What follows belongs to an exercise in optimizing a design on an open flow for small area; a production flow would make more cautious choices. The RTL was checked by simulation tests, not by an equivalence proof against the original design. Power and IR drop assume default switching activity.

==> flow/design.v (outline; a module is shown in full before it is edited, if it fits) <==
// module controller: 49 lines
// module rf_row: 8 lines
// module rf_dec: 12 lines
// module rf_wdec: 13 lines
// module rf_toggle: 6 lines
// module rf_pol: 9 lines
// module reg_file: 37 lines
// module alu_flags: 14 lines
// module sh_sel: 9 lines
// module ld_sel: 13 lines
// module pc_reg: 9 lines
// module g_inv: 3 lines
// module g_nand2: 3 lines
// module g_nor2: 3 lines
// module g_and2: 3 lines
// module g_nand3: 3 lines
// module g_nor3: 3 lines
// module g_nand4: 3 lines
// module g_xor2: 3 lines
// module g_xnor2: 3 lines
// module g_a21oi: 3 lines
// module g_a21o: 3 lines
// module g_a22oi: 3 lines
// module g_a221oi: 3 lines
// module g_a222oi: 3 lines
// module g_o211ai: 3 lines
// module g_ha: 3 lines
// module g_fa: 3 lines
// module alu_shift: 174 lines
// module alu_add: 87 lines
// module pc_add: 38 lines
// module pc_inc: 39 lines
// module dp_slices: 300 lines
// module rf_rdbit: 27 lines
// module rf_rdbit2: 26 lines
// module risc_cpu: 44 lines
module risc_cpu (
    input         clk, reset,
    output [31:0] PC,
    input  [31:0] Instr,
    output        MemWrite,
    output [31:0] Mem_WrAddr, Mem_WrData,
    input  [31:0] ReadData
);
  // ...
==> flow/run.sh <==
#!/bin/bash
# synth_recipe.tcl (not shown) runs the flow's synth.tcl, then flattens the netlist and writes it again
# the make line also repeats each setting of config.mk as NAME=value (left out here)
make -C /OpenROAD-flow-scripts/flow DESIGN_CONFIG=/design/flow/config.mk WORK_HOME=/design/flow/orfs CLKGATE_MAP_FILE= SYNTH_SCRIPT=/design/flow/synth_recipe.tcl finish
==> flow/config.mk <==
export PLATFORM = sky130hd
export DESIGN_NAME = risc_cpu
export DESIGN_NICKNAME = risc_cpu
export VERILOG_FILES = /design/flow/design.v
export SDC_FILE = /design/flow/constraint.sdc
export NUM_CORES = 4
export LEC_CHECK = 0
export CAP_MARGIN = 20
export CORE_MARGIN = 2
export CORE_UTILIZATION = 40
export SLEW_MARGIN = 20
export SYNTH_HIERARCHICAL = 1
==> flow/constraint.sdc <==
create_clock -name core_clock -period 20.0 [get_ports {clk}]
set_input_delay 4.0000 -clock core_clock [delete_from_list [all_inputs] [get_ports {clk}]]
set_output_delay 4.0000 -clock core_clock [all_outputs]
set_load 0.01 [all_outputs]
==> run summary, run 1 <==
* Run status: timing/DRC/antenna clean
* Worst reg2reg path endpoint: pcr.q[31]$_DFF_PP0_
* Remaining antenna violation count at 0
* Area of the multi-input gates at 24600 um^2
* Combinational Power at 3.20 mW
* Global placer's final weighted congestion at 1.01
* H-tree level count at 3
* Fraction of layout cells with a size suffix above 1 at 0.171
* Resized cells post-CTS at 0
* Static leakage power at 19.3 nW
* Number of clock buffer instances in the layout at 143
* Most common library cell in the layout ignoring fill and taps: sky130_fd_sc_hd__o22ai_1
* Clock buffers created by TritonCTS at 104
* Slowest Stage Delay on Critical Path at 0.85 ns
* DRT Wirelength at 221 mm
* Top pwr grp: sequential cells
* Register share of total power at 0.423
* Vias in the first global route at 44678
* Post-layout power at 9.08 mW
* Clock distribution area overhead in the final layout at 0.0651
* Critical Setup Path Class: input port to primary output
* Critical path data required time at 16.00 ns
* Biggest regs: rf.row.r.q: 992 flops, pcr.q: 32 flops, rf.tg.t: 1 flops
* Post-Route M1 WL at 80.2 mm
* Mean Syn Cell Area at 11.0 um^2
* Remaining routing DRC violations at 0
* Worst-case vdd ir drop at 0.110 mV
* TritonCTS clock tree: built
* Slowest cell on the critical path: sky130_fd_sc_hd__clkdlybuf4s50_1
* P_int at 5.49 mW
* Routing usage on met3 at 0.133
==> module rf_pol, before the edit <==
module rf_pol (
    input        t,
    input  [4:0] ra1, ra2,
    input        en1, inv2,
    output       pol1, pol2
);
assign pol1 = t & en1 & (ra1 != 5'd0);
assign pol2 = (t & (ra2 != 5'd0)) ^ inv2;
endmodule
==> module alu_flags, before the edit <==
module alu_flags (
    input  [31:0] sum,
    input         a31, bx31,
    input         is_branch, is_jump,
    input  [2:0]  f3,
    output        slt, p_j, p_t, p_n
);
wire zero = (sum == 32'b0);
assign slt = (a31 == bx31) ? ~a31 : sum[31];
wire taken = is_branch & ~f3[1] & (f3[2] ? (sum[31] ^ f3[0]) : (zero ^ f3[0]));
assign p_j = is_jump;
assign p_t = taken;
assign p_n = ~is_jump & ~taken;
endmodule
==> run 2: changes to the inputs <==
--- a/flow/design.v
+++ b/flow/design.v
@@ -5,7 +5,7 @@
     output        a_pc, a_rs1,          
     output        b_rs2,                
     output        sub,                  
-    output [31:0] imm,                  
+    output        inv_a,                
     output [31:0] immm,                 
     output        s_sum, s_xor, s_and, ns_sh, s_slt, s_j,
     output        st_mid, st_hi
@@ -22,22 +22,20 @@
 assign a_pc  = instr[2] & (instr[3] | ~instr[5]);    
 assign a_rs1 = ~instr[2] | (instr[6] & ~instr[3]);   
 assign b_rs2 = instr[5] & ~instr[2] & (instr[4] | instr[6]);
-assign sub = is_branch | (alu_class & ((f3 == 3'b000 & instr[30] & instr[5]) |
-                                       (f3[2:1] == 2'b01)));
+assign sub   = is_branch | (alu_class & f3 == 3'b000 & instr[30] & instr[5]);
+assign inv_a = alu_class & f3[2:1] == 2'b01;
 wire t_s = is_store;
-wire t_b = is_branch;
 wire t_u = is_u;
 wire t_j = is_jal;
-wire t_i = ~(t_s | t_b | t_u | t_j);
+wire t_i = ~b_rs2 & ~(t_s | t_u | t_j);
 wire s   = instr[31];
-assign imm[0]     = t_i ? instr[20] : t_s ? instr[7] : 1'b0;
-assign imm[4:1]   = t_u ? 4'b0 : (t_s | t_b) ? instr[11:8] : instr[24:21];
-assign imm[10:5]  = t_u ? 6'b0 : instr[30:25];
-assign imm[11]    = t_u ? 1'b0 : t_b ? instr[7] : t_j ? instr[20] : s;
-assign imm[19:12] = (t_u | t_j) ? instr[19:12] : {8{s}};
-assign imm[30:20] = t_u ? instr[30:20] : {11{s}};
-assign imm[31]    = s;
-assign immm = b_rs2 ? 32'b0 : imm ^ {32{sub}};
+assign immm[0]     = (t_i & instr[20]) | (t_s & instr[7]);
+assign immm[4:1]   = t_s ? instr[11:8] : (t_i | t_j) ? instr[24:21] : 4'b0;
+assign immm[10:5]  = (t_i | t_s | t_j) ? instr[30:25] : 6'b0;
+assign immm[11]    = t_j ? instr[20] : (t_i | t_s) & s;
+assign immm[19:12] = (t_u | t_j) ? instr[19:12] : {8{(t_i | t_s) & s}};
+assign immm[30:20] = t_u ? instr[30:20] : {11{(t_i | t_s | t_j) & s}};
+assign immm[31]    = ~b_rs2 & s;
 assign s_sum = ~is_load & ~is_jump & (~alu_class | f3 == 3'b000);
 assign s_xor = alu_class & f3[2] & ~f3[0];           
 assign s_and = alu_class & f3[2] & f3[1];            
@@ -89,19 +87,19 @@
 module rf_pol (
     input        t,
     input  [4:0] ra1, ra2,
-    input        en1, inv2,
+    input        en1, inv1, inv2,
     output       pol1, pol2
 );
-assign pol1 = t & en1 & (ra1 != 5'd0);
+assign pol1 = (t & en1 & (ra1 != 5'd0)) ^ inv1;
 assign pol2 = (t & (ra2 != 5'd0)) ^ inv2;
 endmodule
 module reg_file (
     input         clk,
     input         we,
     input  [4:0]  wa,
-    input  [31:0] wdx,
+    input  [31:0] wdx_lo, wdx_hi,    
     input  [4:0]  ra1,
-    input         en1,
+    input         en1, inv1,
     input  [31:0] x1,
     input         x1sel,
     input  [4:0]  ra2,
@@ -109,38 +107,40 @@
     output [31:0] rd1, rd2,
     output        t
 );
-wire [30:0] ws, wns, s1, s2;
+wire [30:0] ws, wns, s1a, s1b, s2a, s2b;
 wire        pol1, pol2;
-rf_toggle tg (clk, t);
-rf_wdec   dw (wa, we, ws, wns);
-rf_dec    d1 (ra1, en1, s1);
-rf_dec    d2 (ra2, 1'b1, s2);
-rf_pol    pl (t, ra1, ra2, en1, inv2, pol1, pol2);
+rf_toggle tg  (clk, t);
+rf_wdec   dw  (wa, we, ws, wns);
+rf_dec    d1a (ra1, en1, s1a);
+rf_dec    d1b (ra1, en1, s1b);
+rf_dec    d2a (ra2, 1'b1, s2a);
+rf_dec    d2b (ra2, 1'b1, s2b);
+rf_pol    pl (t, ra1, ra2, en1, inv1, inv2, pol1, pol2);
 wire [31:0] q [0:30];
 genvar g, b;
 generate
     for (g = 0; g < 31; g = g + 1) begin : row
-        rf_row r (clk, ws[g], wns[g], wdx, q[g]);
+        rf_row r (clk, ws[g], wns[g], (g < 16) ? wdx_lo : wdx_hi, q[g]);
     end
     for (b = 0; b < 32; b = b + 1) begin : col_b
         wire [30:0] col;
         for (g = 0; g < 31; g = g + 1) begin : c
             assign col[g] = q[g][b];
         end
-        rf_rdbit  p1 (col, s1, x1[b], x1sel, pol1, rd1[b]);
-        rf_rdbit2 p2 (col, s2, pol2, rd2[b]);
+        rf_rdbit  p1 (col, (b < 16) ? s1a : s1b, x1[b], x1sel, pol1, rd1[b]);
+        rf_rdbit2 p2 (col, (b < 16) ? s2a : s2b, pol2, rd2[b]);
     end
 endgenerate
 endmodule
 module alu_flags (
     input  [31:0] sum,
-    input         a31, bx31,
+    input         ax31, bx31,
     input         is_branch, is_jump,
     input  [2:0]  f3,
     output        slt, p_j, p_t, p_n
 );
 wire zero = (sum == 32'b0);
-assign slt = (a31 == bx31) ? ~a31 : sum[31];
+assign slt = (ax31 == bx31) ? ax31 : ~sum[31];
 wire taken = is_branch & ~f3[1] & (f3[2] ? (sum[31] ^ f3[0]) : (zero ^ f3[0]));
 assign p_j = is_jump;
 assign p_t = taken;
@@ -574,7 +574,7 @@
     input         p_j, p_t, p_n,
     input         t,
     input         st_mid, st_hi,
-    output [31:0] bx, wdx, pcn, wdata
+    output [31:0] bx, wdx_lo, wdx_hi, pcn, wdata
 );
     wire [31:0] p, g, x1, x2, res, pcnn;
     g_a21o u299 (rs2x[0], b_rs2, immm[0], bx[0]);
@@ -613,226 +613,258 @@
     g_a222oi u332 (sum[0], s_sum, p[0], s_xor, g[0], s_and, x1[0]);
     g_a222oi u333 (rdata[0], s_ld0, pc4[0], s_j, slt, s_slt, x2[0]);
     g_o211ai u334 (shn[0], ns_sh, x1[0], x2[0], res[0]);
-    g_xor2 u335 (res[0], t, wdx[0]);
-    g_ha u336 (a[1], bx[1], p[1], g[1]);
-    g_a222oi u337 (sum[1], s_sum, p[1], s_xor, g[1], s_and, x1[1]);
-    g_a22oi u338 (rdata[1], s_ld0, pc4[1], s_j, x2[1]);
-    g_o211ai u339 (shn[1], ns_sh, x1[1], x2[1], res[1]);
-    g_xor2 u340 (res[1], t, wdx[1]);
-    g_ha u341 (a[2], bx[2], p[2], g[2]);
-    g_a222oi u342 (sum[2], s_sum, p[2], s_xor, g[2], s_and, x1[2]);
-    g_a22oi u343 (rdata[2], s_ld0, pc4[2], s_j, x2[2]);
-    g_o211ai u344 (shn[2], ns_sh, x1[2], x2[2], res[2]);
-    g_xor2 u345 (res[2], t, wdx[2]);
-    g_ha u346 (a[3], bx[3], p[3], g[3]);
-    g_a222oi u347 (sum[3], s_sum, p[3], s_xor, g[3], s_and, x1[3]);
-    g_a22oi u348 (rdata[3], s_ld0, pc4[3], s_j, x2[3]);
-    g_o211ai u349 (shn[3], ns_sh, x1[3], x2[3], res[3]);
-    g_xor2 u350 (res[3], t, wdx[3]);
-    g_ha u351 (a[4], bx[4], p[4], g[4]);
-    g_a222oi u352 (sum[4], s_sum, p[4], s_xor, g[4], s_and, x1[4]);
-    g_a22oi u353 (rdata[4], s_ld0, pc4[4], s_j, x2[4]);
-    g_o211ai u354 (shn[4], ns_sh, x1[4], x2[4], res[4]);
-    g_xor2 u355 (res[4], t, wdx[4]);
-    g_ha u356 (a[5], bx[5], p[5], g[5]);
-    g_a222oi u357 (sum[5], s_sum, p[5], s_xor, g[5], s_and, x1[5]);
-    g_a22oi u358 (rdata[5], s_ld0, pc4[5], s_j, x2[5]);
-    g_o211ai u359 (shn[5], ns_sh, x1[5], x2[5], res[5]);
-    g_xor2 u360 (res[5], t, wdx[5]);
-    g_ha u361 (a[6], bx[6], p[6], g[6]);
-    g_a222oi u362 (sum[6], s_sum, p[6], s_xor, g[6], s_and, x1[6]);
-    g_a22oi u363 (rdata[6], s_ld0, pc4[6], s_j, x2[6]);
-    g_o211ai u364 (shn[6], ns_sh, x1[6], x2[6], res[6]);
-    g_xor2 u365 (res[6], t, wdx[6]);
-    g_ha u366 (a[7], bx[7], p[7], g[7]);
-    g_a222oi u367 (sum[7], s_sum, p[7], s_xor, g[7], s_and, x1[7]);
-    g_a22oi u368 (rdata[7], s_ld0, pc4[7], s_j, x2[7]);
-    g_o211ai u369 (shn[7], ns_sh, x1[7], x2[7], res[7]);
-    g_xor2 u370 (res[7], t, wdx[7]);
-    g_ha u371 (a[8], bx[8], p[8], g[8]);
-    g_a222oi u372 (sum[8], s_sum, p[8], s_xor, g[8], s_and, x1[8]);
-    g_a221oi u373 (rdata[8], s_ld1, pc4[8], s_j, sx1, x2[8]);
-    g_o211ai u374 (shn[8], ns_sh, x1[8], x2[8], res[8]);
-    g_xor2 u375 (res[8], t, wdx[8]);
-    g_ha u376 (a[9], bx[9], p[9], g[9]);
-    g_a222oi u377 (sum[9], s_sum, p[9], s_xor, g[9], s_and, x1[9]);
-    g_a221oi u378 (rdata[9], s_ld1, pc4[9], s_j, sx1, x2[9]);
-    g_o211ai u379 (shn[9], ns_sh, x1[9], x2[9], res[9]);
-    g_xor2 u380 (res[9], t, wdx[9]);
-    g_ha u381 (a[10], bx[10], p[10], g[10]);
-    g_a222oi u382 (sum[10], s_sum, p[10], s_xor, g[10], s_and, x1[10]);
-    g_a221oi u383 (rdata[10], s_ld1, pc4[10], s_j, sx1, x2[10]);
-    g_o211ai u384 (shn[10], ns_sh, x1[10], x2[10], res[10]);
-    g_xor2 u385 (res[10], t, wdx[10]);
-    g_ha u386 (a[11], bx[11], p[11], g[11]);
-    g_a222oi u387 (sum[11], s_sum, p[11], s_xor, g[11], s_and, x1[11]);
-    g_a221oi u388 (rdata[11], s_ld1, pc4[11], s_j, sx1, x2[11]);
-    g_o211ai u389 (shn[11], ns_sh, x1[11], x2[11], res[11]);
-    g_xor2 u390 (res[11], t, wdx[11]);
-    g_ha u391 (a[12], bx[12], p[12], g[12]);
-    g_a222oi u392 (sum[12], s_sum, p[12], s_xor, g[12], s_and, x1[12]);
-    g_a221oi u393 (rdata[12], s_ld1, pc4[12], s_j, sx1, x2[12]);
-    g_o211ai u394 (shn[12], ns_sh, x1[12], x2[12], res[12]);
-    g_xor2 u395 (res[12], t, wdx[12]);
-    g_ha u396 (a[13], bx[13], p[13], g[13]);
-    g_a222oi u397 (sum[13], s_sum, p[13], s_xor, g[13], s_and, x1[13]);
-    g_a221oi u398 (rdata[13], s_ld1, pc4[13], s_j, sx1, x2[13]);
-    g_o211ai u399 (shn[13], ns_sh, x1[13], x2[13], res[13]);
-    g_xor2 u400 (res[13], t, wdx[13]);
-    g_ha u401 (a[14], bx[14], p[14], g[14]);
-    g_a222oi u402 (sum[14], s_sum, p[14], s_xor, g[14], s_and, x1[14]);
-    g_a221oi u403 (rdata[14], s_ld1, pc4[14], s_j, sx1, x2[14]);
-    g_o211ai u404 (shn[14], ns_sh, x1[14], x2[14], res[14]);
-    g_xor2 u405 (res[14], t, wdx[14]);
-    g_ha u406 (a[15], bx[15], p[15], g[15]);
-    g_a222oi u407 (sum[15], s_sum, p[15], s_xor, g[15], s_and, x1[15]);
-    g_a221oi u408 (rdata[15], s_ld1, pc4[15], s_j, sx1, x2[15]);
-    g_o211ai u409 (shn[15], ns_sh, x1[15], x2[15], res[15]);
-    g_xor2 u410 (res[15], t, wdx[15]);
-    g_ha u411 (a[16], bx[16], p[16], g[16]);
-    g_a222oi u412 (sum[16], s_sum, p[16], s_xor, g[16], s_and, x1[16]);
-    g_a221oi u413 (rdata[16], s_ld2, pc4[16], s_j, sx2, x2[16]);
-    g_o211ai u414 (shn[16], ns_sh, x1[16], x2[16], res[16]);
-    g_xor2 u415 (res[16], t, wdx[16]);
-    g_ha u416 (a[17], bx[17], p[17], g[17]);
-    g_a222oi u417 (sum[17], s_sum, p[17], s_xor, g[17], s_and, x1[17]);
-    g_a221oi u418 (rdata[17], s_ld2, pc4[17], s_j, sx2, x2[17]);
-    g_o211ai u419 (shn[17], ns_sh, x1[17], x2[17], res[17]);
-    g_xor2 u420 (res[17], t, wdx[17]);
-    g_ha u421 (a[18], bx[18], p[18], g[18]);
-    g_a222oi u422 (sum[18], s_sum, p[18], s_xor, g[18], s_and, x1[18]);
-    g_a221oi u423 (rdata[18], s_ld2, pc4[18], s_j, sx2, x2[18]);
-    g_o211ai u424 (shn[18], ns_sh, x1[18], x2[18], res[18]);
-    g_xor2 u425 (res[18], t, wdx[18]);
-    g_ha u426 (a[19], bx[19], p[19], g[19]);
-    g_a222oi u427 (sum[19], s_sum, p[19], s_xor, g[19], s_and, x1[19]);
-    g_a221oi u428 (rdata[19], s_ld2, pc4[19], s_j, sx2, x2[19]);
-    g_o211ai u429 (shn[19], ns_sh, x1[19], x2[19], res[19]);
-    g_xor2 u430 (res[19], t, wdx[19]);
-    g_ha u431 (a[20], bx[20], p[20], g[20]);
-    g_a222oi u432 (sum[20], s_sum, p[20], s_xor, g[20], s_and, x1[20]);
-    g_a221oi u433 (rdata[20], s_ld2, pc4[20], s_j, sx2, x2[20]);
-    g_o211ai u434 (shn[20], ns_sh, x1[20], x2[20], res[20]);
-    g_xor2 u435 (res[20], t, wdx[20]);
-    g_ha u436 (a[21], bx[21], p[21], g[21]);
-    g_a222oi u437 (sum[21], s_sum, p[21], s_xor, g[21], s_and, x1[21]);
-    g_a221oi u438 (rdata[21], s_ld2, pc4[21], s_j, sx2, x2[21]);
-    g_o211ai u439 (shn[21], ns_sh, x1[21], x2[21], res[21]);
-    g_xor2 u440 (res[21], t, wdx[21]);
-    g_ha u441 (a[22], bx[22], p[22], g[22]);
-    g_a222oi u442 (sum[22], s_sum, p[22], s_xor, g[22], s_and, x1[22]);
-    g_a221oi u443 (rdata[22], s_ld2, pc4[22], s_j, sx2, x2[22]);
-    g_o211ai u444 (shn[22], ns_sh, x1[22], x2[22], res[22]);
-    g_xor2 u445 (res[22], t, wdx[22]);
-    g_ha u446 (a[23], bx[23], p[23], g[23]);
-    g_a222oi u447 (sum[23], s_sum, p[23], s_xor, g[23], s_and, x1[23]);
-    g_a221oi u448 (rdata[23], s_ld2, pc4[23], s_j, sx2, x2[23]);
-    g_o211ai u449 (shn[23], ns_sh, x1[23], x2[23], res[23]);
-    g_xor2 u450 (res[23], t, wdx[23]);
-    g_ha u451 (a[24], bx[24], p[24], g[24]);
-    g_a222oi u452 (sum[24], s_sum, p[24], s_xor, g[24], s_and, x1[24]);
-    g_a221oi u453 (rdata[24], s_ld2, pc4[24], s_j, sx2, x2[24]);
-    g_o211ai u454 (shn[24], ns_sh, x1[24], x2[24], res[24]);
-    g_xor2 u455 (res[24], t, wdx[24]);
-    g_ha u456 (a[25], bx[25], p[25], g[25]);
-    g_a222oi u457 (sum[25], s_sum, p[25], s_xor, g[25], s_and, x1[25]);
-    g_a221oi u458 (rdata[25], s_ld2, pc4[25], s_j, sx2, x2[25]);
-    g_o211ai u459 (shn[25], ns_sh, x1[25], x2[25], res[25]);
-    g_xor2 u460 (res[25], t, wdx[25]);
-    g_ha u461 (a[26], bx[26], p[26], g[26]);
-    g_a222oi u462 (sum[26], s_sum, p[26], s_xor, g[26], s_and, x1[26]);
-    g_a221oi u463 (rdata[26], s_ld2, pc4[26], s_j, sx2, x2[26]);
-    g_o211ai u464 (shn[26], ns_sh, x1[26], x2[26], res[26]);
-    g_xor2 u465 (res[26], t, wdx[26]);
-    g_ha u466 (a[27], bx[27], p[27], g[27]);
-    g_a222oi u467 (sum[27], s_sum, p[27], s_xor, g[27], s_and, x1[27]);
-    g_a221oi u468 (rdata[27], s_ld2, pc4[27], s_j, sx2, x2[27]);
-    g_o211ai u469 (shn[27], ns_sh, x1[27], x2[27], res[27]);
-    g_xor2 u470 (res[27], t, wdx[27]);
-    g_ha u471 (a[28], bx[28], p[28], g[28]);
-    g_a222oi u472 (sum[28], s_sum, p[28], s_xor, g[28], s_and, x1[28]);
-    g_a221oi u473 (rdata[28], s_ld2, pc4[28], s_j, sx2, x2[28]);
-    g_o211ai u474 (shn[28], ns_sh, x1[28], x2[28], res[28]);
-    g_xor2 u475 (res[28], t, wdx[28]);
-    g_ha u476 (a[29], bx[29], p[29], g[29]);
-    g_a222oi u477 (sum[29], s_sum, p[29], s_xor, g[29], s_and, x1[29]);
-    g_a221oi u478 (rdata[29], s_ld2, pc4[29], s_j, sx2, x2[29]);
-    g_o211ai u479 (shn[29], ns_sh, x1[29], x2[29], res[29]);
-    g_xor2 u480 (res[29], t, wdx[29]);
-    g_ha u481 (a[30], bx[30], p[30], g[30]);
-    g_a222oi u482 (sum[30], s_sum, p[30], s_xor, g[30], s_and, x1[30]);
-    g_a221oi u483 (rdata[30], s_ld2, pc4[30], s_j, sx2, x2[30]);
-    g_o211ai u484 (shn[30], ns_sh, x1[30], x2[30], res[30]);
-    g_xor2 u485 (res[30], t, wdx[30]);
-    g_ha u486 (a[31], bx[31], p[31], g[31]);
-    g_a222oi u487 (sum[31], s_sum, p[31], s_xor, g[31], s_and, x1[31]);
-    g_a221oi u488 (rdata[31], s_ld2, pc4[31], s_j, sx2, x2[31]);
-    g_o211ai u489 (shn[31], ns_sh, x1[31], x2[31], res[31]);
-    g_xor2 u490 (res[31], t, wdx[31]);
-    g_a222oi u491 (sum[0], p_j, pcimm[0], p_t, pc4[0], p_n, pcnn[0]);
-    g_inv u492 (pcnn[0], pcn[0]);
-    g_a222oi u493 (sum[1], p_j, pcimm[1], p_t, pc4[1], p_n, pcnn[1]);
-    g_inv u494 (pcnn[1], pcn[1]);
-    g_a222oi u495 (sum[2], p_j, pcimm[2], p_t, pc4[2], p_n, pcnn[2]);
-    g_inv u496 (pcnn[2], pcn[2]);
-    g_a222oi u497 (sum[3], p_j, pcimm[3], p_t, pc4[3], p_n, pcnn[3]);
-    g_inv u498 (pcnn[3], pcn[3]);
-    g_a222oi u499 (sum[4], p_j, pcimm[4], p_t, pc4[4], p_n, pcnn[4]);
-    g_inv u500 (pcnn[4], pcn[4]);
-    g_a222oi u501 (sum[5], p_j, pcimm[5], p_t, pc4[5], p_n, pcnn[5]);
-    g_inv u502 (pcnn[5], pcn[5]);
-    g_a222oi u503 (sum[6], p_j, pcimm[6], p_t, pc4[6], p_n, pcnn[6]);
-    g_inv u504 (pcnn[6], pcn[6]);
-    g_a222oi u505 (sum[7], p_j, pcimm[7], p_t, pc4[7], p_n, pcnn[7]);
-    g_inv u506 (pcnn[7], pcn[7]);
-    g_a222oi u507 (sum[8], p_j, pcimm[8], p_t, pc4[8], p_n, pcnn[8]);
-    g_inv u508 (pcnn[8], pcn[8]);
-    g_a222oi u509 (sum[9], p_j, pcimm[9], p_t, pc4[9], p_n, pcnn[9]);
-    g_inv u510 (pcnn[9], pcn[9]);
-    g_a222oi u511 (sum[10], p_j, pcimm[10], p_t, pc4[10], p_n, pcnn[10]);
-    g_inv u512 (pcnn[10], pcn[10]);
-    g_a222oi u513 (sum[11], p_j, pcimm[11], p_t, pc4[11], p_n, pcnn[11]);
-    g_inv u514 (pcnn[11], pcn[11]);
-    g_a222oi u515 (sum[12], p_j, pcimm[12], p_t, pc4[12], p_n, pcnn[12]);
-    g_inv u516 (pcnn[12], pcn[12]);
-    g_a222oi u517 (sum[13], p_j, pcimm[13], p_t, pc4[13], p_n, pcnn[13]);
-    g_inv u518 (pcnn[13], pcn[13]);
-    g_a222oi u519 (sum[14], p_j, pcimm[14], p_t, pc4[14], p_n, pcnn[14]);
-    g_inv u520 (pcnn[14], pcn[14]);
-    g_a222oi u521 (sum[15], p_j, pcimm[15], p_t, pc4[15], p_n, pcnn[15]);
-    g_inv u522 (pcnn[15], pcn[15]);
-    g_a222oi u523 (sum[16], p_j, pcimm[16], p_t, pc4[16], p_n, pcnn[16]);
-    g_inv u524 (pcnn[16], pcn[16]);
-    g_a222oi u525 (sum[17], p_j, pcimm[17], p_t, pc4[17], p_n, pcnn[17]);
-    g_inv u526 (pcnn[17], pcn[17]);
-    g_a222oi u527 (sum[18], p_j, pcimm[18], p_t, pc4[18], p_n, pcnn[18]);
-    g_inv u528 (pcnn[18], pcn[18]);
-    g_a222oi u529 (sum[19], p_j, pcimm[19], p_t, pc4[19], p_n, pcnn[19]);
-    g_inv u530 (pcnn[19], pcn[19]);
-    g_a222oi u531 (sum[20], p_j, pcimm[20], p_t, pc4[20], p_n, pcnn[20]);
-    g_inv u532 (pcnn[20], pcn[20]);
-    g_a222oi u533 (sum[21], p_j, pcimm[21], p_t, pc4[21], p_n, pcnn[21]);
-    g_inv u534 (pcnn[21], pcn[21]);
-    g_a222oi u535 (sum[22], p_j, pcimm[22], p_t, pc4[22], p_n, pcnn[22]);
-    g_inv u536 (pcnn[22], pcn[22]);
-    g_a222oi u537 (sum[23], p_j, pcimm[23], p_t, pc4[23], p_n, pcnn[23]);
-    g_inv u538 (pcnn[23], pcn[23]);
-    g_a222oi u539 (sum[24], p_j, pcimm[24], p_t, pc4[24], p_n, pcnn[24]);
-    g_inv u540 (pcnn[24], pcn[24]);
-    g_a222oi u541 (sum[25], p_j, pcimm[25], p_t, pc4[25], p_n, pcnn[25]);
-    g_inv u542 (pcnn[25], pcn[25]);
-    g_a222oi u543 (sum[26], p_j, pcimm[26], p_t, pc4[26], p_n, pcnn[26]);
-    g_inv u544 (pcnn[26], pcn[26]);
-    g_a222oi u545 (sum[27], p_j, pcimm[27], p_t, pc4[27], p_n, pcnn[27]);
-    g_inv u546 (pcnn[27], pcn[27]);
-    g_a222oi u547 (sum[28], p_j, pcimm[28], p_t, pc4[28], p_n, pcnn[28]);
-    g_inv u548 (pcnn[28], pcn[28]);
-    g_a222oi u549 (sum[29], p_j, pcimm[29], p_t, pc4[29], p_n, pcnn[29]);
-    g_inv u550 (pcnn[29], pcn[29]);
-    g_a222oi u551 (sum[30], p_j, pcimm[30], p_t, pc4[30], p_n, pcnn[30]);
-    g_inv u552 (pcnn[30], pcn[30]);
-    g_a222oi u553 (sum[31], p_j, pcimm[31], p_t, pc4[31], p_n, pcnn[31]);
-    g_inv u554 (pcnn[31], pcn[31]);
+    g_xor2 u335 (res[0], t, wdx_lo[0]);
+    g_xor2 u336 (res[0], t, wdx_hi[0]);
+    g_ha u337 (a[1], bx[1], p[1], g[1]);
+    g_a222oi u338 (sum[1], s_sum, p[1], s_xor, g[1], s_and, x1[1]);
+    g_a22oi u339 (rdata[1], s_ld0, pc4[1], s_j, x2[1]);
+    g_o211ai u340 (shn[1], ns_sh, x1[1], x2[1], res[1]);
+    g_xor2 u341 (res[1], t, wdx_lo[1]);
+    g_xor2 u342 (res[1], t, wdx_hi[1]);
+    g_ha u343 (a[2], bx[2], p[2], g[2]);
+    g_a222oi u344 (sum[2], s_sum, p[2], s_xor, g[2], s_and, x1[2]);
+    g_a22oi u345 (rdata[2], s_ld0, pc4[2], s_j, x2[2]);
+    g_o211ai u346 (shn[2], ns_sh, x1[2], x2[2], res[2]);
+    g_xor2 u347 (res[2], t, wdx_lo[2]);
+    g_xor2 u348 (res[2], t, wdx_hi[2]);
+    g_ha u349 (a[3], bx[3], p[3], g[3]);
+    g_a222oi u350 (sum[3], s_sum, p[3], s_xor, g[3], s_and, x1[3]);
+    g_a22oi u351 (rdata[3], s_ld0, pc4[3], s_j, x2[3]);
+    g_o211ai u352 (shn[3], ns_sh, x1[3], x2[3], res[3]);
+    g_xor2 u353 (res[3], t, wdx_lo[3]);
+    g_xor2 u354 (res[3], t, wdx_hi[3]);
+    g_ha u355 (a[4], bx[4], p[4], g[4]);
+    g_a222oi u356 (sum[4], s_sum, p[4], s_xor, g[4], s_and, x1[4]);
+    g_a22oi u357 (rdata[4], s_ld0, pc4[4], s_j, x2[4]);
+    g_o211ai u358 (shn[4], ns_sh, x1[4], x2[4], res[4]);
+    g_xor2 u359 (res[4], t, wdx_lo[4]);
+    g_xor2 u360 (res[4], t, wdx_hi[4]);
+    g_ha u361 (a[5], bx[5], p[5], g[5]);
+    g_a222oi u362 (sum[5], s_sum, p[5], s_xor, g[5], s_and, x1[5]);
+    g_a22oi u363 (rdata[5], s_ld0, pc4[5], s_j, x2[5]);
+    g_o211ai u364 (shn[5], ns_sh, x1[5], x2[5], res[5]);
+    g_xor2 u365 (res[5], t, wdx_lo[5]);
+    g_xor2 u366 (res[5], t, wdx_hi[5]);
+    g_ha u367 (a[6], bx[6], p[6], g[6]);
+    g_a222oi u368 (sum[6], s_sum, p[6], s_xor, g[6], s_and, x1[6]);
+    g_a22oi u369 (rdata[6], s_ld0, pc4[6], s_j, x2[6]);
+    g_o211ai u370 (shn[6], ns_sh, x1[6], x2[6], res[6]);
+    g_xor2 u371 (res[6], t, wdx_lo[6]);
+    g_xor2 u372 (res[6], t, wdx_hi[6]);
+    g_ha u373 (a[7], bx[7], p[7], g[7]);
+    g_a222oi u374 (sum[7], s_sum, p[7], s_xor, g[7], s_and, x1[7]);
+    g_a22oi u375 (rdata[7], s_ld0, pc4[7], s_j, x2[7]);
+    g_o211ai u376 (shn[7], ns_sh, x1[7], x2[7], res[7]);
+    g_xor2 u377 (res[7], t, wdx_lo[7]);
+    g_xor2 u378 (res[7], t, wdx_hi[7]);
+    g_ha u379 (a[8], bx[8], p[8], g[8]);
+    g_a222oi u380 (sum[8], s_sum, p[8], s_xor, g[8], s_and, x1[8]);
+    g_a221oi u381 (rdata[8], s_ld1, pc4[8], s_j, sx1, x2[8]);
+    g_o211ai u382 (shn[8], ns_sh, x1[8], x2[8], res[8]);
+    g_xor2 u383 (res[8], t, wdx_lo[8]);
+    g_xor2 u384 (res[8], t, wdx_hi[8]);
+    g_ha u385 (a[9], bx[9], p[9], g[9]);
+    g_a222oi u386 (sum[9], s_sum, p[9], s_xor, g[9], s_and, x1[9]);
+    g_a221oi u387 (rdata[9], s_ld1, pc4[9], s_j, sx1, x2[9]);
+    g_o211ai u388 (shn[9], ns_sh, x1[9], x2[9], res[9]);
+    g_xor2 u389 (res[9], t, wdx_lo[9]);
+    g_xor2 u390 (res[9], t, wdx_hi[9]);
+    g_ha u391 (a[10], bx[10], p[10], g[10]);
+    g_a222oi u392 (sum[10], s_sum, p[10], s_xor, g[10], s_and, x1[10]);
+    g_a221oi u393 (rdata[10], s_ld1, pc4[10], s_j, sx1, x2[10]);
+    g_o211ai u394 (shn[10], ns_sh, x1[10], x2[10], res[10]);
+    g_xor2 u395 (res[10], t, wdx_lo[10]);
+    g_xor2 u396 (res[10], t, wdx_hi[10]);
+    g_ha u397 (a[11], bx[11], p[11], g[11]);
+    g_a222oi u398 (sum[11], s_sum, p[11], s_xor, g[11], s_and, x1[11]);
+    g_a221oi u399 (rdata[11], s_ld1, pc4[11], s_j, sx1, x2[11]);
+    g_o211ai u400 (shn[11], ns_sh, x1[11], x2[11], res[11]);
+    g_xor2 u401 (res[11], t, wdx_lo[11]);
+    g_xor2 u402 (res[11], t, wdx_hi[11]);
+    g_ha u403 (a[12], bx[12], p[12], g[12]);
+    g_a222oi u404 (sum[12], s_sum, p[12], s_xor, g[12], s_and, x1[12]);
+    g_a221oi u405 (rdata[12], s_ld1, pc4[12], s_j, sx1, x2[12]);
+    g_o211ai u406 (shn[12], ns_sh, x1[12], x2[12], res[12]);
+    g_xor2 u407 (res[12], t, wdx_lo[12]);
+    g_xor2 u408 (res[12], t, wdx_hi[12]);
+    g_ha u409 (a[13], bx[13], p[13], g[13]);
+    g_a222oi u410 (sum[13], s_sum, p[13], s_xor, g[13], s_and, x1[13]);
+    g_a221oi u411 (rdata[13], s_ld1, pc4[13], s_j, sx1, x2[13]);
+    g_o211ai u412 (shn[13], ns_sh, x1[13], x2[13], res[13]);
+    g_xor2 u413 (res[13], t, wdx_lo[13]);
+    g_xor2 u414 (res[13], t, wdx_hi[13]);
+    g_ha u415 (a[14], bx[14], p[14], g[14]);
+    g_a222oi u416 (sum[14], s_sum, p[14], s_xor, g[14], s_and, x1[14]);
+    g_a221oi u417 (rdata[14], s_ld1, pc4[14], s_j, sx1, x2[14]);
+    g_o211ai u418 (shn[14], ns_sh, x1[14], x2[14], res[14]);
+    g_xor2 u419 (res[14], t, wdx_lo[14]);
+    g_xor2 u420 (res[14], t, wdx_hi[14]);
+    g_ha u421 (a[15], bx[15], p[15], g[15]);
+    g_a222oi u422 (sum[15], s_sum, p[15], s_xor, g[15], s_and, x1[15]);
+    g_a221oi u423 (rdata[15], s_ld1, pc4[15], s_j, sx1, x2[15]);
+    g_o211ai u424 (shn[15], ns_sh, x1[15], x2[15], res[15]);
+    g_xor2 u425 (res[15], t, wdx_lo[15]);
+    g_xor2 u426 (res[15], t, wdx_hi[15]);
+    g_ha u427 (a[16], bx[16], p[16], g[16]);
+    g_a222oi u428 (sum[16], s_sum, p[16], s_xor, g[16], s_and, x1[16]);
+    g_a221oi u429 (rdata[16], s_ld2, pc4[16], s_j, sx2, x2[16]);
+    g_o211ai u430 (shn[16], ns_sh, x1[16], x2[16], res[16]);
+    g_xor2 u431 (res[16], t, wdx_lo[16]);
+    g_xor2 u432 (res[16], t, wdx_hi[16]);
+    g_ha u433 (a[17], bx[17], p[17], g[17]);
+    g_a222oi u434 (sum[17], s_sum, p[17], s_xor, g[17], s_and, x1[17]);
+    g_a221oi u435 (rdata[17], s_ld2, pc4[17], s_j, sx2, x2[17]);
+    g_o211ai u436 (shn[17], ns_sh, x1[17], x2[17], res[17]);
+    g_xor2 u437 (res[17], t, wdx_lo[17]);
+    g_xor2 u438 (res[17], t, wdx_hi[17]);
+    g_ha u439 (a[18], bx[18], p[18], g[18]);
+    g_a222oi u440 (sum[18], s_sum, p[18], s_xor, g[18], s_and, x1[18]);
+    g_a221oi u441 (rdata[18], s_ld2, pc4[18], s_j, sx2, x2[18]);
+    g_o211ai u442 (shn[18], ns_sh, x1[18], x2[18], res[18]);
+    g_xor2 u443 (res[18], t, wdx_lo[18]);
+    g_xor2 u444 (res[18], t, wdx_hi[18]);
+    g_ha u445 (a[19], bx[19], p[19], g[19]);
+    g_a222oi u446 (sum[19], s_sum, p[19], s_xor, g[19], s_and, x1[19]);
+    g_a221oi u447 (rdata[19], s_ld2, pc4[19], s_j, sx2, x2[19]);
+    g_o211ai u448 (shn[19], ns_sh, x1[19], x2[19], res[19]);
+    g_xor2 u449 (res[19], t, wdx_lo[19]);
+    g_xor2 u450 (res[19], t, wdx_hi[19]);
+    g_ha u451 (a[20], bx[20], p[20], g[20]);
+    g_a222oi u452 (sum[20], s_sum, p[20], s_xor, g[20], s_and, x1[20]);
+    g_a221oi u453 (rdata[20], s_ld2, pc4[20], s_j, sx2, x2[20]);
+    g_o211ai u454 (shn[20], ns_sh, x1[20], x2[20], res[20]);
+    g_xor2 u455 (res[20], t, wdx_lo[20]);
+    g_xor2 u456 (res[20], t, wdx_hi[20]);
+    g_ha u457 (a[21], bx[21], p[21], g[21]);
+    g_a222oi u458 (sum[21], s_sum, p[21], s_xor, g[21], s_and, x1[21]);
+    g_a221oi u459 (rdata[21], s_ld2, pc4[21], s_j, sx2, x2[21]);
+    g_o211ai u460 (shn[21], ns_sh, x1[21], x2[21], res[21]);
+    g_xor2 u461 (res[21], t, wdx_lo[21]);
+    g_xor2 u462 (res[21], t, wdx_hi[21]);
+    g_ha u463 (a[22], bx[22], p[22], g[22]);
+    g_a222oi u464 (sum[22], s_sum, p[22], s_xor, g[22], s_and, x1[22]);
+    g_a221oi u465 (rdata[22], s_ld2, pc4[22], s_j, sx2, x2[22]);
+    g_o211ai u466 (shn[22], ns_sh, x1[22], x2[22], res[22]);
+    g_xor2 u467 (res[22], t, wdx_lo[22]);
+    g_xor2 u468 (res[22], t, wdx_hi[22]);
+    g_ha u469 (a[23], bx[23], p[23], g[23]);
+    g_a222oi u470 (sum[23], s_sum, p[23], s_xor, g[23], s_and, x1[23]);
+    g_a221oi u471 (rdata[23], s_ld2, pc4[23], s_j, sx2, x2[23]);
+    g_o211ai u472 (shn[23], ns_sh, x1[23], x2[23], res[23]);
+    g_xor2 u473 (res[23], t, wdx_lo[23]);
+    g_xor2 u474 (res[23], t, wdx_hi[23]);
+    g_ha u475 (a[24], bx[24], p[24], g[24]);
+    g_a222oi u476 (sum[24], s_sum, p[24], s_xor, g[24], s_and, x1[24]);
+    g_a221oi u477 (rdata[24], s_ld2, pc4[24], s_j, sx2, x2[24]);
+    g_o211ai u478 (shn[24], ns_sh, x1[24], x2[24], res[24]);
+    g_xor2 u479 (res[24], t, wdx_lo[24]);
+    g_xor2 u480 (res[24], t, wdx_hi[24]);
+    g_ha u481 (a[25], bx[25], p[25], g[25]);
+    g_a222oi u482 (sum[25], s_sum, p[25], s_xor, g[25], s_and, x1[25]);
+    g_a221oi u483 (rdata[25], s_ld2, pc4[25], s_j, sx2, x2[25]);
+    g_o211ai u484 (shn[25], ns_sh, x1[25], x2[25], res[25]);
+    g_xor2 u485 (res[25], t, wdx_lo[25]);
+    g_xor2 u486 (res[25], t, wdx_hi[25]);
+    g_ha u487 (a[26], bx[26], p[26], g[26]);
+    g_a222oi u488 (sum[26], s_sum, p[26], s_xor, g[26], s_and, x1[26]);
+    g_a221oi u489 (rdata[26], s_ld2, pc4[26], s_j, sx2, x2[26]);
+    g_o211ai u490 (shn[26], ns_sh, x1[26], x2[26], res[26]);
+    g_xor2 u491 (res[26], t, wdx_lo[26]);
+    g_xor2 u492 (res[26], t, wdx_hi[26]);
+    g_ha u493 (a[27], bx[27], p[27], g[27]);
+    g_a222oi u494 (sum[27], s_sum, p[27], s_xor, g[27], s_and, x1[27]);
+    g_a221oi u495 (rdata[27], s_ld2, pc4[27], s_j, sx2, x2[27]);
+    g_o211ai u496 (shn[27], ns_sh, x1[27], x2[27], res[27]);
+    g_xor2 u497 (res[27], t, wdx_lo[27]);
+    g_xor2 u498 (res[27], t, wdx_hi[27]);
+    g_ha u499 (a[28], bx[28], p[28], g[28]);
+    g_a222oi u500 (sum[28], s_sum, p[28], s_xor, g[28], s_and, x1[28]);
+    g_a221oi u501 (rdata[28], s_ld2, pc4[28], s_j, sx2, x2[28]);
+    g_o211ai u502 (shn[28], ns_sh, x1[28], x2[28], res[28]);
+    g_xor2 u503 (res[28], t, wdx_lo[28]);
+    g_xor2 u504 (res[28], t, wdx_hi[28]);
+    g_ha u505 (a[29], bx[29], p[29], g[29]);
+    g_a222oi u506 (sum[29], s_sum, p[29], s_xor, g[29], s_and, x1[29]);
+    g_a221oi u507 (rdata[29], s_ld2, pc4[29], s_j, sx2, x2[29]);
+    g_o211ai u508 (shn[29], ns_sh, x1[29], x2[29], res[29]);
+    g_xor2 u509 (res[29], t, wdx_lo[29]);
+    g_xor2 u510 (res[29], t, wdx_hi[29]);
+    g_ha u511 (a[30], bx[30], p[30], g[30]);
+    g_a222oi u512 (sum[30], s_sum, p[30], s_xor, g[30], s_and, x1[30]);
+    g_a221oi u513 (rdata[30], s_ld2, pc4[30], s_j, sx2, x2[30]);
+    g_o211ai u514 (shn[30], ns_sh, x1[30], x2[30], res[30]);
+    g_xor2 u515 (res[30], t, wdx_lo[30]);
+    g_xor2 u516 (res[30], t, wdx_hi[30]);
+    g_ha u517 (a[31], bx[31], p[31], g[31]);
+    g_a222oi u518 (sum[31], s_sum, p[31], s_xor, g[31], s_and, x1[31]);
+    g_a221oi u519 (rdata[31], s_ld2, pc4[31], s_j, sx2, x2[31]);
+    g_o211ai u520 (shn[31], ns_sh, x1[31], x2[31], res[31]);
+    g_xor2 u521 (res[31], t, wdx_lo[31]);
+    g_xor2 u522 (res[31], t, wdx_hi[31]);
+    g_a222oi u523 (sum[0], p_j, pcimm[0], p_t, pc4[0], p_n, pcnn[0]);
+    g_inv u524 (pcnn[0], pcn[0]);
+    g_a222oi u525 (sum[1], p_j, pcimm[1], p_t, pc4[1], p_n, pcnn[1]);
+    g_inv u526 (pcnn[1], pcn[1]);
+    g_a222oi u527 (sum[2], p_j, pcimm[2], p_t, pc4[2], p_n, pcnn[2]);
+    g_inv u528 (pcnn[2], pcn[2]);
+    g_a222oi u529 (sum[3], p_j, pcimm[3], p_t, pc4[3], p_n, pcnn[3]);
+    g_inv u530 (pcnn[3], pcn[3]);
+    g_a222oi u531 (sum[4], p_j, pcimm[4], p_t, pc4[4], p_n, pcnn[4]);
+    g_inv u532 (pcnn[4], pcn[4]);
+    g_a222oi u533 (sum[5], p_j, pcimm[5], p_t, pc4[5], p_n, pcnn[5]);
+    g_inv u534 (pcnn[5], pcn[5]);
+    g_a222oi u535 (sum[6], p_j, pcimm[6], p_t, pc4[6], p_n, pcnn[6]);
+    g_inv u536 (pcnn[6], pcn[6]);
+    g_a222oi u537 (sum[7], p_j, pcimm[7], p_t, pc4[7], p_n, pcnn[7]);
+    g_inv u538 (pcnn[7], pcn[7]);
+    g_a222oi u539 (sum[8], p_j, pcimm[8], p_t, pc4[8], p_n, pcnn[8]);
+    g_inv u540 (pcnn[8], pcn[8]);
+    g_a222oi u541 (sum[9], p_j, pcimm[9], p_t, pc4[9], p_n, pcnn[9]);
+    g_inv u542 (pcnn[9], pcn[9]);
+    g_a222oi u543 (sum[10], p_j, pcimm[10], p_t, pc4[10], p_n, pcnn[10]);
+    g_inv u544 (pcnn[10], pcn[10]);
+    g_a222oi u545 (sum[11], p_j, pcimm[11], p_t, pc4[11], p_n, pcnn[11]);
+    g_inv u546 (pcnn[11], pcn[11]);
+    g_a222oi u547 (sum[12], p_j, pcimm[12], p_t, pc4[12], p_n, pcnn[12]);
+    g_inv u548 (pcnn[12], pcn[12]);
+    g_a222oi u549 (sum[13], p_j, pcimm[13], p_t, pc4[13], p_n, pcnn[13]);
+    g_inv u550 (pcnn[13], pcn[13]);
+    g_a222oi u551 (sum[14], p_j, pcimm[14], p_t, pc4[14], p_n, pcnn[14]);
+    g_inv u552 (pcnn[14], pcn[14]);
+    g_a222oi u553 (sum[15], p_j, pcimm[15], p_t, pc4[15], p_n, pcnn[15]);
+    g_inv u554 (pcnn[15], pcn[15]);
+    g_a222oi u555 (sum[16], p_j, pcimm[16], p_t, pc4[16], p_n, pcnn[16]);
+    g_inv u556 (pcnn[16], pcn[16]);
+    g_a222oi u557 (sum[17], p_j, pcimm[17], p_t, pc4[17], p_n, pcnn[17]);
+    g_inv u558 (pcnn[17], pcn[17]);
+    g_a222oi u559 (sum[18], p_j, pcimm[18], p_t, pc4[18], p_n, pcnn[18]);
+    g_inv u560 (pcnn[18], pcn[18]);
+    g_a222oi u561 (sum[19], p_j, pcimm[19], p_t, pc4[19], p_n, pcnn[19]);
+    g_inv u562 (pcnn[19], pcn[19]);
+    g_a222oi u563 (sum[20], p_j, pcimm[20], p_t, pc4[20], p_n, pcnn[20]);
+    g_inv u564 (pcnn[20], pcn[20]);
+    g_a222oi u565 (sum[21], p_j, pcimm[21], p_t, pc4[21], p_n, pcnn[21]);
+    g_inv u566 (pcnn[21], pcn[21]);
+    g_a222oi u567 (sum[22], p_j, pcimm[22], p_t, pc4[22], p_n, pcnn[22]);
+    g_inv u568 (pcnn[22], pcn[22]);
+    g_a222oi u569 (sum[23], p_j, pcimm[23], p_t, pc4[23], p_n, pcnn[23]);
+    g_inv u570 (pcnn[23], pcn[23]);
+    g_a222oi u571 (sum[24], p_j, pcimm[24], p_t, pc4[24], p_n, pcnn[24]);
+    g_inv u572 (pcnn[24], pcn[24]);
+    g_a222oi u573 (sum[25], p_j, pcimm[25], p_t, pc4[25], p_n, pcnn[25]);
+    g_inv u574 (pcnn[25], pcn[25]);
+    g_a222oi u575 (sum[26], p_j, pcimm[26], p_t, pc4[26], p_n, pcnn[26]);
+    g_inv u576 (pcnn[26], pcn[26]);
+    g_a222oi u577 (sum[27], p_j, pcimm[27], p_t, pc4[27], p_n, pcnn[27]);
+    g_inv u578 (pcnn[27], pcn[27]);
+    g_a222oi u579 (sum[28], p_j, pcimm[28], p_t, pc4[28], p_n, pcnn[28]);
+    g_inv u580 (pcnn[28], pcn[28]);
+    g_a222oi u581 (sum[29], p_j, pcimm[29], p_t, pc4[29], p_n, pcnn[29]);
+    g_inv u582 (pcnn[29], pcn[29]);
+    g_a222oi u583 (sum[30], p_j, pcimm[30], p_t, pc4[30], p_n, pcnn[30]);
+    g_inv u584 (pcnn[30], pcn[30]);
+    g_a222oi u585 (sum[31], p_j, pcimm[31], p_t, pc4[31], p_n, pcnn[31]);
+    g_inv u586 (pcnn[31], pcn[31]);
     assign wdata[0] = rs2x[0];
     assign wdata[1] = rs2x[1];
     assign wdata[2] = rs2x[2];
@@ -841,30 +873,30 @@
     assign wdata[5] = rs2x[5];
     assign wdata[6] = rs2x[6];
     assign wdata[7] = rs2x[7];
-    g_and2 u555 (rs2x[8], st_mid, wdata[8]);
-    g_and2 u556 (rs2x[9], st_mid, wdata[9]);
-    g_and2 u557 (rs2x[10], st_mid, wdata[10]);
-    g_and2 u558 (rs2x[11], st_mid, wdata[11]);
-    g_and2 u559 (rs2x[12], st_mid, wdata[12]);
-    g_and2 u560 (rs2x[13], st_mid, wdata[13]);
-    g_and2 u561 (rs2x[14], st_mid, wdata[14]);
-    g_and2 u562 (rs2x[15], st_mid, wdata[15]);
-    g_and2 u563 (rs2x[16], st_hi, wdata[16]);
-    g_and2 u564 (rs2x[17], st_hi, wdata[17]);
-    g_and2 u565 (rs2x[18], st_hi, wdata[18]);
-    g_and2 u566 (rs2x[19], st_hi, wdata[19]);
-    g_and2 u567 (rs2x[20], st_hi, wdata[20]);
-    g_and2 u568 (rs2x[21], st_hi, wdata[21]);
-    g_and2 u569 (rs2x[22], st_hi, wdata[22]);
-    g_and2 u570 (rs2x[23], st_hi, wdata[23]);
-    g_and2 u571 (rs2x[24], st_hi, wdata[24]);
-    g_and2 u572 (rs2x[25], st_hi, wdata[25]);
-    g_and2 u573 (rs2x[26], st_hi, wdata[26]);
-    g_and2 u574 (rs2x[27], st_hi, wdata[27]);
-    g_and2 u575 (rs2x[28], st_hi, wdata[28]);
-    g_and2 u576 (rs2x[29], st_hi, wdata[29]);
-    g_and2 u577 (rs2x[30], st_hi, wdata[30]);
-    g_and2 u578 (rs2x[31], st_hi, wdata[31]);
+    g_and2 u587 (rs2x[8], st_mid, wdata[8]);
+    g_and2 u588 (rs2x[9], st_mid, wdata[9]);
+    g_and2 u589 (rs2x[10], st_mid, wdata[10]);
+    g_and2 u590 (rs2x[11], st_mid, wdata[11]);
+    g_and2 u591 (rs2x[12], st_mid, wdata[12]);
+    g_and2 u592 (rs2x[13], st_mid, wdata[13]);
+    g_and2 u593 (rs2x[14], st_mid, wdata[14]);
+    g_and2 u594 (rs2x[15], st_mid, wdata[15]);
+    g_and2 u595 (rs2x[16], st_hi, wdata[16]);
+    g_and2 u596 (rs2x[17], st_hi, wdata[17]);
+    g_and2 u597 (rs2x[18], st_hi, wdata[18]);
+    g_and2 u598 (rs2x[19], st_hi, wdata[19]);
+    g_and2 u599 (rs2x[20], st_hi, wdata[20]);
+    g_and2 u600 (rs2x[21], st_hi, wdata[21]);
+    g_and2 u601 (rs2x[22], st_hi, wdata[22]);
+    g_and2 u602 (rs2x[23], st_hi, wdata[23]);
+    g_and2 u603 (rs2x[24], st_hi, wdata[24]);
+    g_and2 u604 (rs2x[25], st_hi, wdata[25]);
+    g_and2 u605 (rs2x[26], st_hi, wdata[26]);
+    g_and2 u606 (rs2x[27], st_hi, wdata[27]);
+    g_and2 u607 (rs2x[28], st_hi, wdata[28]);
+    g_and2 u608 (rs2x[29], st_hi, wdata[29]);
+    g_and2 u609 (rs2x[30], st_hi, wdata[30]);
+    g_and2 u610 (rs2x[31], st_hi, wdata[31]);
 endmodule
 module rf_rdbit (
     input  [30:0] q,
@@ -876,22 +908,22 @@
     wire [10:0] n;
     wire [2:0]  o;
     wire        on;
-    g_a222oi u579 (q[0], sel[0], q[1], sel[1], q[2], sel[2], n[0]);
-    g_a222oi u580 (q[3], sel[3], q[4], sel[4], q[5], sel[5], n[1]);
-    g_a222oi u581 (q[6], sel[6], q[7], sel[7], q[8], sel[8], n[2]);
-    g_a222oi u582 (q[9], sel[9], q[10], sel[10], q[11], sel[11], n[3]);
-    g_a222oi u583 (q[12], sel[12], q[13], sel[13], q[14], sel[14], n[4]);
-    g_a222oi u584 (q[15], sel[15], q[16], sel[16], q[17], sel[17], n[5]);
-    g_a222oi u585 (q[18], sel[18], q[19], sel[19], q[20], sel[20], n[6]);
-    g_a222oi u586 (q[21], sel[21], q[22], sel[22], q[23], sel[23], n[7]);
-    g_a222oi u587 (q[24], sel[24], q[25], sel[25], q[26], sel[26], n[8]);
-    g_a222oi u588 (q[27], sel[27], q[28], sel[28], q[29], sel[29], n[9]);
-    g_a22oi u589 (q[30], sel[30], x, xsel, n[10]);
-    g_nand4 u590 (n[0], n[1], n[2], n[3], o[0]);
-    g_nand4 u591 (n[4], n[5], n[6], n[7], o[1]);
-    g_nand3 u592 (n[8], n[9], n[10], o[2]);
-    g_nor3 u593 (o[0], o[1], o[2], on);
-    g_xnor2 u594 (on, pol, y);
+    g_a222oi u611 (q[0], sel[0], q[1], sel[1], q[2], sel[2], n[0]);
+    g_a222oi u612 (q[3], sel[3], q[4], sel[4], q[5], sel[5], n[1]);
+    g_a222oi u613 (q[6], sel[6], q[7], sel[7], q[8], sel[8], n[2]);
+    g_a222oi u614 (q[9], sel[9], q[10], sel[10], q[11], sel[11], n[3]);
+    g_a222oi u615 (q[12], sel[12], q[13], sel[13], q[14], sel[14], n[4]);
+    g_a222oi u616 (q[15], sel[15], q[16], sel[16], q[17], sel[17], n[5]);
+    g_a222oi u617 (q[18], sel[18], q[19], sel[19], q[20], sel[20], n[6]);
+    g_a222oi u618 (q[21], sel[21], q[22], sel[22], q[23], sel[23], n[7]);
+    g_a222oi u619 (q[24], sel[24], q[25], sel[25], q[26], sel[26], n[8]);
+    g_a222oi u620 (q[27], sel[27], q[28], sel[28], q[29], sel[29], n[9]);
+    g_a22oi u621 (q[30], sel[30], x, xsel, n[10]);
+    g_nand4 u622 (n[0], n[1], n[2], n[3], o[0]);
+    g_nand4 u623 (n[4], n[5], n[6], n[7], o[1]);
+    g_nand3 u624 (n[8], n[9], n[10], o[2]);
+    g_nor3 u625 (o[0], o[1], o[2], on);
+    g_xnor2 u626 (on, pol, y);
 endmodule
 module rf_rdbit2 (
     input  [30:0] q,
@@ -902,22 +934,22 @@
     wire [10:0] n;
     wire [2:0]  o;
     wire        on;
-    g_a222oi u595 (q[0], sel[0], q[1], sel[1], q[2], sel[2], n[0]);
-    g_a222oi u596 (q[3], sel[3], q[4], sel[4], q[5], sel[5], n[1]);
-    g_a222oi u597 (q[6], sel[6], q[7], sel[7], q[8], sel[8], n[2]);
-    g_a222oi u598 (q[9], sel[9], q[10], sel[10], q[11], sel[11], n[3]);
-    g_a222oi u599 (q[12], sel[12], q[13], sel[13], q[14], sel[14], n[4]);
-    g_a222oi u600 (q[15], sel[15], q[16], sel[16], q[17], sel[17], n[5]);
-    g_a222oi u601 (q[18], sel[18], q[19], sel[19], q[20], sel[20], n[6]);
-    g_a222oi u602 (q[21], sel[21], q[22], sel[22], q[23], sel[23], n[7]);
-    g_a222oi u603 (q[24], sel[24], q[25], sel[25], q[26], sel[26], n[8]);
-    g_a222oi u604 (q[27], sel[27], q[28], sel[28], q[29], sel[29], n[9]);
-    g_nand2 u605 (q[30], sel[30], n[10]);
-    g_nand4 u606 (n[0], n[1], n[2], n[3], o[0]);
-    g_nand4 u607 (n[4], n[5], n[6], n[7], o[1]);
-    g_nand3 u608 (n[8], n[9], n[10], o[2]);
-    g_nor3 u609 (o[0], o[1], o[2], on);
-    g_xnor2 u610 (on, pol, y);
+    g_a222oi u627 (q[0], sel[0], q[1], sel[1], q[2], sel[2], n[0]);
+    g_a222oi u628 (q[3], sel[3], q[4], sel[4], q[5], sel[5], n[1]);
+    g_a222oi u629 (q[6], sel[6], q[7], sel[7], q[8], sel[8], n[2]);
+    g_a222oi u630 (q[9], sel[9], q[10], sel[10], q[11], sel[11], n[3]);
+    g_a222oi u631 (q[12], sel[12], q[13], sel[13], q[14], sel[14], n[4]);
+    g_a222oi u632 (q[15], sel[15], q[16], sel[16], q[17], sel[17], n[5]);
+    g_a222oi u633 (q[18], sel[18], q[19], sel[19], q[20], sel[20], n[6]);
+    g_a222oi u634 (q[21], sel[21], q[22], sel[22], q[23], sel[23], n[7]);
+    g_a222oi u635 (q[24], sel[24], q[25], sel[25], q[26], sel[26], n[8]);
+    g_a222oi u636 (q[27], sel[27], q[28], sel[28], q[29], sel[29], n[9]);
+    g_nand2 u637 (q[30], sel[30], n[10]);
+    g_nand4 u638 (n[0], n[1], n[2], n[3], o[0]);
+    g_nand4 u639 (n[4], n[5], n[6], n[7], o[1]);
+    g_nand3 u640 (n[8], n[9], n[10], o[2]);
+    g_nor3 u641 (o[0], o[1], o[2], on);
+    g_xnor2 u642 (on, pol, y);
 endmodule
 module risc_cpu (
     input         clk, reset,
@@ -928,17 +960,17 @@
     input  [31:0] ReadData
 );
 wire        is_load, is_store, is_branch, is_jump, reg_write;
-wire        a_pc, a_rs1, b_rs2, sub;
+wire        a_pc, a_rs1, b_rs2, sub, inv_a;
 wire        s_sum, s_xor, s_and, ns_sh, s_slt, s_j, st_mid, st_hi;
-wire [31:0] imm, immm;
+wire [31:0] immm;
 wire [2:0]  f3 = Instr[14:12];
 controller c (Instr, is_load, is_store, is_branch, is_jump, reg_write,
-              a_pc, a_rs1, b_rs2, sub, imm, immm,
+              a_pc, a_rs1, b_rs2, sub, inv_a, immm,
               s_sum, s_xor, s_and, ns_sh, s_slt, s_j, st_mid, st_hi);
-wire [31:0] a, rs2x, wdx;
+wire [31:0] a, rs2x, wdx_lo, wdx_hi;
 wire        t;
-reg_file rf (clk, reg_write, Instr[11:7], wdx,
-             Instr[19:15], a_rs1, PC, a_pc,
+reg_file rf (clk, reg_write, Instr[11:7], wdx_lo, wdx_hi,
+             Instr[19:15], a_rs1, inv_a, PC, a_pc,
              Instr[24:20], sub, a, rs2x, t);
 wire [31:0] bx, sum, shn, pc4, pcimm, pcn;
 wire [4:0]  k0, kl, kr;
@@ -950,7 +982,8 @@
 alu_flags flg (sum, a[31], bx[31], is_branch, is_jump, f3, slt, p_j, p_t, p_n);
 ld_sel    ls  (f3, is_load, ReadData[7], ReadData[15], s_ld0, s_ld1, s_ld2, sx1, sx2);
 pc_inc    inc (PC, pc4);
-pc_add    pad (PC, imm, pcimm);
+wire [31:0] boff = {{20{Instr[31]}}, Instr[7], Instr[30:25], Instr[11:8], 1'b0};
+pc_add    pad (PC, boff, pcimm);
 dp_slices sl (a, rs2x, immm, sum, shn, pc4, pcimm, ReadData,
               b_rs2,
               s_sum, s_xor, s_and, ns_sh, s_slt, slt,
@@ -958,7 +991,7 @@
               p_j, p_t, p_n,
               t,
               st_mid, st_hi,
-              bx, wdx, pcn, Mem_WrData);
+              bx, wdx_lo, wdx_hi, pcn, Mem_WrData);
 pc_reg pcr (clk, reset, pcn, PC);
 assign MemWrite   = is_store;
 assign Mem_WrAddr = sum;
==> flow/flow/run.sh (new file) <==
#!/bin/bash
# Own flow: the standard layout (standard.sh) with
#  - the synthesised cells taken down to drive strength 1 after the
#    floorplan (the later repair steps size up what timing, slew and
#    capacitance need),
#  - drive-strength-1 port buffers,
#  - a clock tree of clkbuf_8 with larger sink clusters and no dummy loads,
#  - power recovery (downsizing of non-critical cells) after global routing.
# Each step's full output goes to a log file of its own here.
set -euo pipefail
HERE=$(pwd)
KNOBS=(
  "POST_FLOORPLAN_TCL=$HERE/flow/downsize_hook.tcl"
  "BUFFER_PORTS_ARGS=-buffer_cell sky130_fd_sc_hd__buf_1"
  "CTS_ARGS=-sink_clustering_enable -repair_clock_nets -dont_use_dummy_load -buf_list sky130_fd_sc_hd__clkbuf_8 -sink_clustering_size 12 -sink_clustering_max_diameter 80"
  "RECOVER_POWER=100"
)
bash standard.sh synth > synth.log 2>&1
bash standard.sh "${KNOBS[@]}" floorplan > floorplan.log 2>&1
bash standard.sh "${KNOBS[@]}" place > place.log 2>&1
bash standard.sh "${KNOBS[@]}" cts > cts.log 2>&1
bash standard.sh "${KNOBS[@]}" finish > finish.log 2>&1
==> flow/flow/downsize_hook.tcl (new file) <==
# POST_FLOORPLAN hook: swap every cell for the drive-strength-1 cell of its
# kind; the later repair steps size up what timing, slew and capacitance need.
set db [ord::get_db]
set n 0
foreach inst [[ord::get_db_block] getInsts] {
  set name [[$inst getMaster] getName]
  if {[regexp {^(sky130_fd_sc_hd__[a-z0-9]+)_([0-9]+)$} $name -> base drv] && $drv > 1} {
    set m [$db findMaster ${base}_1]
    if {$m != "NULL"} {
      $inst swapMaster $m
      incr n
    }
  }
}
puts "downsized $n cells"
==> flow/standard.sh (new file) <==
#!/bin/bash
# synth_recipe.tcl (not shown) runs the flow's synth.tcl, then flattens the netlist and writes it again
# the make line also repeats each setting of config.mk as NAME=value (left out here)
make -C /OpenROAD-flow-scripts/flow DESIGN_CONFIG=/design/flow/config.mk WORK_HOME=/design/flow/orfs CLKGATE_MAP_FILE= SYNTH_SCRIPT=/design/flow/synth_recipe.tcl "${@:-finish}"
--- a/flow/config.mk
+++ b/flow/config.mk
@@ -6,7 +6,10 @@
 export NUM_CORES = 4
 export LEC_CHECK = 0
 export CAP_MARGIN = 20
+export CELL_PAD_IN_SITES_DETAIL_PLACEMENT = 1
+export CELL_PAD_IN_SITES_GLOBAL_PLACEMENT = 1
 export CORE_MARGIN = 2
-export CORE_UTILIZATION = 40
+export CORE_UTILIZATION = 35
+export GPL_TIMING_DRIVEN = 0
 export SLEW_MARGIN = 20
 export SYNTH_HIERARCHICAL = 1
removed: flow/run.sh
==> run 2 against run 1 <==
Effect of this change: the layout now fails its checks (max-capacitance violations, max-slew violations); clock skew up 0.060 ns; count of clock-buffer cells in the layout shrank 46; register-to-register slack worse by 0.04 ns; routed wire length fell by 0.43%; worst setup slack worse by 0.31 ns; critical path type unchanged.
==> run summary, run 2 <==
* Run status: complete, but fails checks
* Worst reg2reg path endpoint: pcr.q[31]$_DFF_PP0_
* Worst path most repeated cell: sky130_fd_sc_hd__fa_1
* Max Fanout on Critical Path at 16
* Antenna violations before repair at 8
* Worst setup skew after layout at 0.0942 ns
* Overflow after GRT at 0
* Worst-case vdd ir drop at 0.0925 mV (-16%)
* Maximum number of pins on one net before global-route repair at 33
* Post-Place Worst Slack at 0.386 ns
* # Max-Cap Violations at 16
* CTS Sinks at 1025
* Count of buffers from port buffering at 159
* First-iteration detailed-routing DRC count at 7749
* Start point of the worst min-delay path: rf.row[4].r.q[28]$_DFF_P_
* Post-route minimum period at 19.75 ns
* Clock edge transition at the registers on the reported setup and hold paths at 0.08 ns
* Slowest cell on the critical path: sky130_fd_sc_hd__xnor2_1
* Length of the first detailed-routing pass in iterations at 14
* Setup repair after global routing missed its margin: no
* Remaining antenna violation count at 0 (unchanged)
* Die width at 369 um
* Wire length of the first global-routing pass at 316 mm
* Syn-to-layout area delta at 7.15%
* Leading cell types in the layout, fill and taps excluded: sky130_fd_sc_hd__o22ai_1 (993), sky130_fd_sc_hd__dfxtp_1 (993), sky130_fd_sc_hd__a222oi_1 (803)
* Total routing resource utilization after global routing at 0.309
* Arrival @ worst endpoint at 15.75 ns
* Worst-Margin Slew at 2.18 ns
* Mean Syn Cell Area at 10.9 um^2 (-0.19%)
* Fmax at 50.6 MHz
* Skew-Pair Late Insertion Delay at 0.83 ns
* Slowest Stage Delay on Critical Path at 0.84 ns (about the same)
* Clock buffers created by TritonCTS at 97 (-6.7%)
* Die ar. at 136000 um^2
* Worst-case clock buffer depth at 3
* Power per standard cell area at 158 nW/um^2
* Net count, final at 4808
* Min-Delay Path Class: flop to flop
* Max reg flops at 992
* H-tree level count at 3 (unchanged)
* Final HPWL DP at 168 mm
* Vias in the first global route at 44726 (+0.11%)
* Biggest regs: rf.row.r.q: 992 flops, pcr.q: 32 flops, rf.tg.t: 1 flops
* Number of placement rows at 134
* Register containing the most flip-flops in the final layout: rf.row.r.q
* Routed vias/inst at 7.24
* Global placer's final weighted congestion at 0.920 (-8.9%)
* Worst reg2reg path depth at 33
* Final count of hold timing violations at 0
* Critical path buffer and inverter count at 3
* IO Pins at 163
* TritonCTS clock tree: built
* DRT Wirelength at 220 mm (-0.43%)
* Fraction of layout cells with a size suffix above 1 at 0.0639 (-0.107)
* Static leakage power at 17.1 nW (-11%)
* Type of destination of the critical path: primary output
* Hold-critical path depth at 1
* Fin util at 0.377
* DR vias at 46281
* Post-Syn Instances at 4268
* Register-to-register setup slack at 6.49 ns
* Worst Setup Slack, final at 0.251 ns
* Critical Setup Path Class: input port to primary output
* Initial Util at 0.351
* Remaining routing DRC violations at 0 (unchanged)
* Relative slew margins at -0.457
* Fin. max-slew vios at 243
* SO Faults: max-capacitance violations, max-slew violations
* Resized cells post-CTS at 0 (unchanged)
* Critical path data required time at 16.00 ns (about the same)
* Crit path launch type: input port
[run 2: how the worst max path moves through the flow]
stage	start	endpoint	slack, ns	cells after the start
floorplan	Instr[2]	Mem_WrAddr[16]	1.44	23
global placement	Instr[2]	pcr.q[9]$_DFF_PP0_	-4.59	31
detailed placement	Instr[6]	Mem_WrAddr[31]	0.39	29
CTS	Instr[6]	Mem_WrAddr[31]	0.38	29
global route	Instr[21]	Mem_WrAddr[31]	0.04	28
finish	Instr[21]	Mem_WrAddr[31]	0.25	27
[run 2: metal layers]
metal,routed length [um],track usage,up-vias
met5,37,0,-
met4,10700,0.141,6
met3,21300,0.0691,391
met2,98400,0.487,2454
met1,89900,0.401,23719
li1,-,-,19711
[run 2: area by class of cell]
cell class | count | area, um^2
plain buffers | 229 | 862
clock buffers | 97 | 1340
multi-input cells | 2985 | 23300
well taps | 1768 | 2210
inverters | 44 | 165
fillers | 14901 | 82900
flip-flops and latches | 1025 | 20700
repair buffers | 237 | 1460
diodes | 3 | 7.51
[run 2: where the power goes]
group | switching, mW | leakage (nW) | internal (mW) | total [mW]
combinational | 1.86 | 7.58 | 1.03 | 2.89
clock | 0.736 | 0.697 | 0.430 | 1.17
sequential | 0.840 | 8.85 | 3.00 | 3.84
total | 3.43 | 17.1 | 4.46 | 7.89
[run 2: metrics by stage]
step,cells,cell area (um^2),hold WS (ns),power [mW],setup TNS (ns)
floorplan,4283,46800,0.443,5.50,0
global placement,6210,47500,0.451,6.48,-271.73
detailed placement,6287,49300,0.461,6.74,0
CTS,6384,50600,0.475,7.89,0
global route,6387,50100,0.488,8.27,0
finish,6388,50100,0.477,7.89,0
[run 2: worst reg2reg max path, delay by kind of cell (launching register included)]
kind,cells,cell delay (ns)
adder cells (fa/ha/maj),31,12.52
flip-flops,1,0.48
AO/OA/AOI/OAI,1,0.27
buffers and inverters,1,0.08

Check on run 2: ideal ports give 0.251 ns setup slack; a clkbuf_16 on the clock port and buf_2 on the inputs give 0.207 ns; moving port delays by the midpoint clock arrival (0.862 ns) as well gives 0.207 ns.
